This design comes from an exercise in tuning for small area on the open sky130 flow, not from production work. Function was checked by simulation only, so behaviour that the tests miss may differ from the original.

==> inputs of 04-23 <==
Design fir_top, start of the top module:
module fir_top (
input                clk,
input                rst_n,
input                coe_sel_vld_i,
input       [1:0]    coe_sel_index_i,
input                coe_reload_vld_i,
input       [15:0]   coe_reload_data_i,
input                data_vld_i,
input       [15:0]   data_i,
output               data_vld_o,
output      [36:0]   data_o
);
==> flow/config.mk <==
export PLATFORM = sky130hd
export DESIGN_NAME = fir_top
export DESIGN_NICKNAME = fir_top
export VERILOG_FILES = /design/flow/design.v
export SDC_FILE = /design/flow/constraint.sdc
export NUM_CORES = 4
export LEC_CHECK = 0
export CAP_MARGIN = 20
export CORE_MARGIN = 2
export CORE_UTILIZATION = 40
export CTS_BUF_LIST = sky130_fd_sc_hd__clkbuf_16
export CTS_CLUSTER_DIAMETER = 80
export CTS_CLUSTER_SIZE = 25
export SETUP_SLACK_MARGIN = 0.2
export SLEW_MARGIN = 20
export SYNTH_HIERARCHICAL = 1
==> flow/constraint.sdc <==
create_clock -name core_clock -period 8.0 [get_ports {clk}]
set_input_delay 1.6000 -clock core_clock [delete_from_list [all_inputs] [get_ports {clk}]]
set_output_delay 1.6000 -clock core_clock [all_outputs]
set_load 0.01 [all_outputs]
standard.sh (not shown) runs the stock make flow with config.mk's settings and CLKGATE_MAP_FILE= SYNTH_SCRIPT=/design/flow/synth_recipe.tcl, a recipe that flattens the netlist after the stock synthesis.
==> flow/flow/run.sh <==
#!/bin/bash
# Layout flow: the standard flow (standard.sh) with two changes:
#  - synthesis maps the logic with an area-oriented ABC script (flow/area.abc)
#    instead of ORFS's ABC script; the synthesis passes, flattening and
#    renaming are the standard flow's own (synth_recipe.tcl);
#  - the resizer may not use the largest buffers (buf_8/12/16, bufbuf_8/16):
#    for the fanout trees it builds, buf_6 and smaller meet the limits too.
# Floorplan, power grid, placement, CTS and routing are the standard steps.
# Each tool's output goes to its own log file in this folder.
set -euo pipefail
W=$PWD
EXTRA_DONT_USE="sky130_fd_sc_hd__buf_8 sky130_fd_sc_hd__buf_12 sky130_fd_sc_hd__buf_16 sky130_fd_sc_hd__bufbuf_8 sky130_fd_sc_hd__bufbuf_16"

# ORFS synthesis with only the ABC call changed
sed 's#^\(\s*\)log_cmd abc {\*}\$abc_args$#\1log_cmd abc {*}$lib_args {*}$lib_dont_use_args -script '"$W"'/flow/area.abc#' \
    "$FLOW_HOME/scripts/synth.tcl" > "$W/flow_synth_core.tcl"
grep -q "flow/area.abc" "$W/flow_synth_core.tcl"
# The standard flow's synthesis script, sourcing the copy above
sed 's#^source \$::env(SCRIPTS_DIR)/synth.tcl$#source '"$W"'/flow_synth_core.tcl#' synth_recipe.tcl > "$W/flow_synth.tcl"
grep -q "flow_synth_core.tcl" "$W/flow_synth.tcl"

# the platform's dont-use list plus the extra cells
DU=$(make --no-print-directory -s -C "$FLOW_HOME" DESIGN_CONFIG="$W/config.mk" WORK_HOME="$W/orfs" print-DONT_USE_CELLS 2> "$W/flow_dontuse.log" | sed -n 's/^DONT_USE_CELLS: //p')
echo "$DU" | grep -q "lpflow_bleeder_1"
echo "DONT_USE_CELLS=$DU $EXTRA_DONT_USE" >> "$W/flow_dontuse.log"

# standard.sh with that synthesis script and dont-use list
sed -e 's#SYNTH_SCRIPT=[^ ]*#SYNTH_SCRIPT='"$W"'/flow_synth.tcl#' \
    -e 's#CLKGATE_MAP_FILE= #CLKGATE_MAP_FILE= "DONT_USE_CELLS='"$DU $EXTRA_DONT_USE"'" #' \
    standard.sh > "$W/flow_standard.sh"
grep -q "SYNTH_SCRIPT=$W/flow_synth.tcl" "$W/flow_standard.sh"
grep -q "DONT_USE_CELLS=.*bufbuf_16" "$W/flow_standard.sh"

bash "$W/flow_standard.sh" synth > "$W/flow_synth.log" 2>&1
bash "$W/flow_standard.sh" ${FLOW_TARGET:-} > "$W/flow_layout.log" 2>&1
test -f out/final.def
==> flow/flow/area.abc <==
strash; dch; map -a; topo
==> inputs of 09-07, as changes to 04-23 <==
--- a/flow/flow/run.sh
+++ b/flow/flow/run.sh
@@ -1,13 +1,17 @@
 #!/bin/bash
-# Layout flow: the standard flow (standard.sh) with two changes:
+# Layout flow: the standard flow (standard.sh) with these changes:
 #  - synthesis maps the logic with an area-oriented ABC script (flow/area.abc)
 #    instead of ORFS's ABC script; the synthesis passes, flattening and
 #    renaming are the standard flow's own (synth_recipe.tcl);
 #  - the resizer may not use the largest buffers (buf_8/12/16, bufbuf_8/16):
-#    for the fanout trees it builds, buf_6 and smaller meet the limits too.
+#    for the fanout trees it builds, buf_6 and smaller meet the limits too;
+#  - clock tree synthesis clusters up to 25 sinks within 80 um per leaf
+#    buffer, uses clkbuf_16 only and adds no dummy loads;
+#  - the ports are buffered with buf_2 cells.
 # Floorplan, power grid, placement, CTS and routing are the standard steps.
 # Each tool's output goes to its own log file in this folder.
 set -euo pipefail
 W=$PWD
+CTS="-sink_clustering_enable -repair_clock_nets -buf_list sky130_fd_sc_hd__clkbuf_16 -sink_clustering_size 25 -sink_clustering_max_diameter 80 -dont_use_dummy_load"
 EXTRA_DONT_USE="sky130_fd_sc_hd__buf_8 sky130_fd_sc_hd__buf_12 sky130_fd_sc_hd__buf_16 sky130_fd_sc_hd__bufbuf_8 sky130_fd_sc_hd__bufbuf_16"
 
@@ -27,8 +31,10 @@
 # standard.sh with that synthesis script and dont-use list
 sed -e 's#SYNTH_SCRIPT=[^ ]*#SYNTH_SCRIPT='"$W"'/flow_synth.tcl#' \
-    -e 's#CLKGATE_MAP_FILE= #CLKGATE_MAP_FILE= "DONT_USE_CELLS='"$DU $EXTRA_DONT_USE"'" #' \
+    -e 's#CLKGATE_MAP_FILE= #CLKGATE_MAP_FILE= "DONT_USE_CELLS='"$DU $EXTRA_DONT_USE"'" "CTS_ARGS='"$CTS"'" "BUFFER_PORTS_ARGS=-buffer_cell sky130_fd_sc_hd__buf_2" #' \
     standard.sh > "$W/flow_standard.sh"
 grep -q "SYNTH_SCRIPT=$W/flow_synth.tcl" "$W/flow_standard.sh"
 grep -q "DONT_USE_CELLS=.*bufbuf_16" "$W/flow_standard.sh"
+grep -q "CTS_ARGS=.*dont_use_dummy_load" "$W/flow_standard.sh"
+grep -q "BUFFER_PORTS_ARGS=-buffer_cell" "$W/flow_standard.sh"
 
 bash "$W/flow_standard.sh" synth > "$W/flow_synth.log" 2>&1
CTS_BUF_LIST = unset   (was sky130_fd_sc_hd__clkbuf_16)
CTS_CLUSTER_DIAMETER = unset   (was 80)
CTS_CLUSTER_SIZE = unset   (was 25)
GPL_ROUTABILITY_DRIVEN = 0   (was unset)
==> comparison <==
- 04-23 produced a clean layout. 09-07 finished with timing, DRC and antenna clean.
- Of 04-23 and 09-07, 04-23 has the higher non-clock buffer count (gap 121).
- Sequential cell count is the same in 04-23 and 09-07.
- Critical path depth: 04-23 is higher than 09-07 (2).
- Count of clock-buffer cells in the layout: 09-07 is lower than 04-23 (3).
- Between 04-23 and 09-07, the lower maximum frequency is in 04-23 (gap 3.5%, measured against 09-07).
- Against 09-07, the setup slack of 04-23 is lower by 0.26 ns.
- Synthesized area is the same in 09-07 and 04-23.
- Between 04-23 and 09-07, the lower sequential share of layout area is in 04-23 (gap 0.38 points).
==> figures <==
| metric | 09-07 | 04-23 |
|---|---|---|
| Status | timing/DRC/antenna clean | timing/DRC/antenna clean |
| Layout non-clock buf frac | 0.02665 | 0.03715 |
| Wirelength per Cell | 38.95 um | 50.21 um |
| Layout Skew | 0.06945 ns | 0.06665 ns |
| Maximum number of pins on one net before global-route repair | 83 | 82 |
| Post-DP Area | 99250 um2 | 100700 um2 |
| Critical path peak fanout | 15 | 3 |
| Total GRT Usage | 0.3701 | 0.4846 |
| Met1 track demand over resource in global routing | 0.4071 | 0.5834 |
| Cell count after placement | 11166 | 11287 |
| Routed length on met1 | 141800 um | 204600 um |
| Launch point of the worst path | fir_coe_inst.cur_r[69] | fir_cal_inst.r1_0 |
| Post-placement setup slack | 0.8053 ns | 0.6905 ns |
| Min-Delay Startpoint | fir_cal_inst.dn11[11] | fir_cal_inst.dn12[7] |
| Antenna violations before repair | 32 | 48 |
| Worst max-slew margin expressed relative to the limit | 0.05271 | 0.1274 |
| Total Routed Length | 438400 um | 573300 um |
| Number of global-route vias before repair | 80517 | 80186 |

[separate check: timing with driven ports]
Ports are ideal in the flow. The routed layouts listed here were re-timed in OpenROAD. Step 1, drivers: a clkbuf_16 drives clk and a buf_2 each remaining input, both assumed. Step 2 adds t to the input delays and takes it off the output delays; t is the mean of the earliest and latest rising clock arrival at the registers after step 1. Input paths then give back, and output paths get back, about the clock's delay inside the block. Slacks: ideal / step 1 / step 2; pairs: ideal / step 1.
run	t, ns	setup WS [ns]	hold WS [ns]	latest minus earliest clock arrival (ns)
04-23	0.871	0.466 / 0.361 / 0.639	0.326 / 0.326 / 0.326	0.069 / 0.069
09-07	0.803	0.728 / 0.728 / 0.728	0.325 / 0.325 / 0.325	0.078 / 0.078
After both steps every run listed still meets setup and hold.
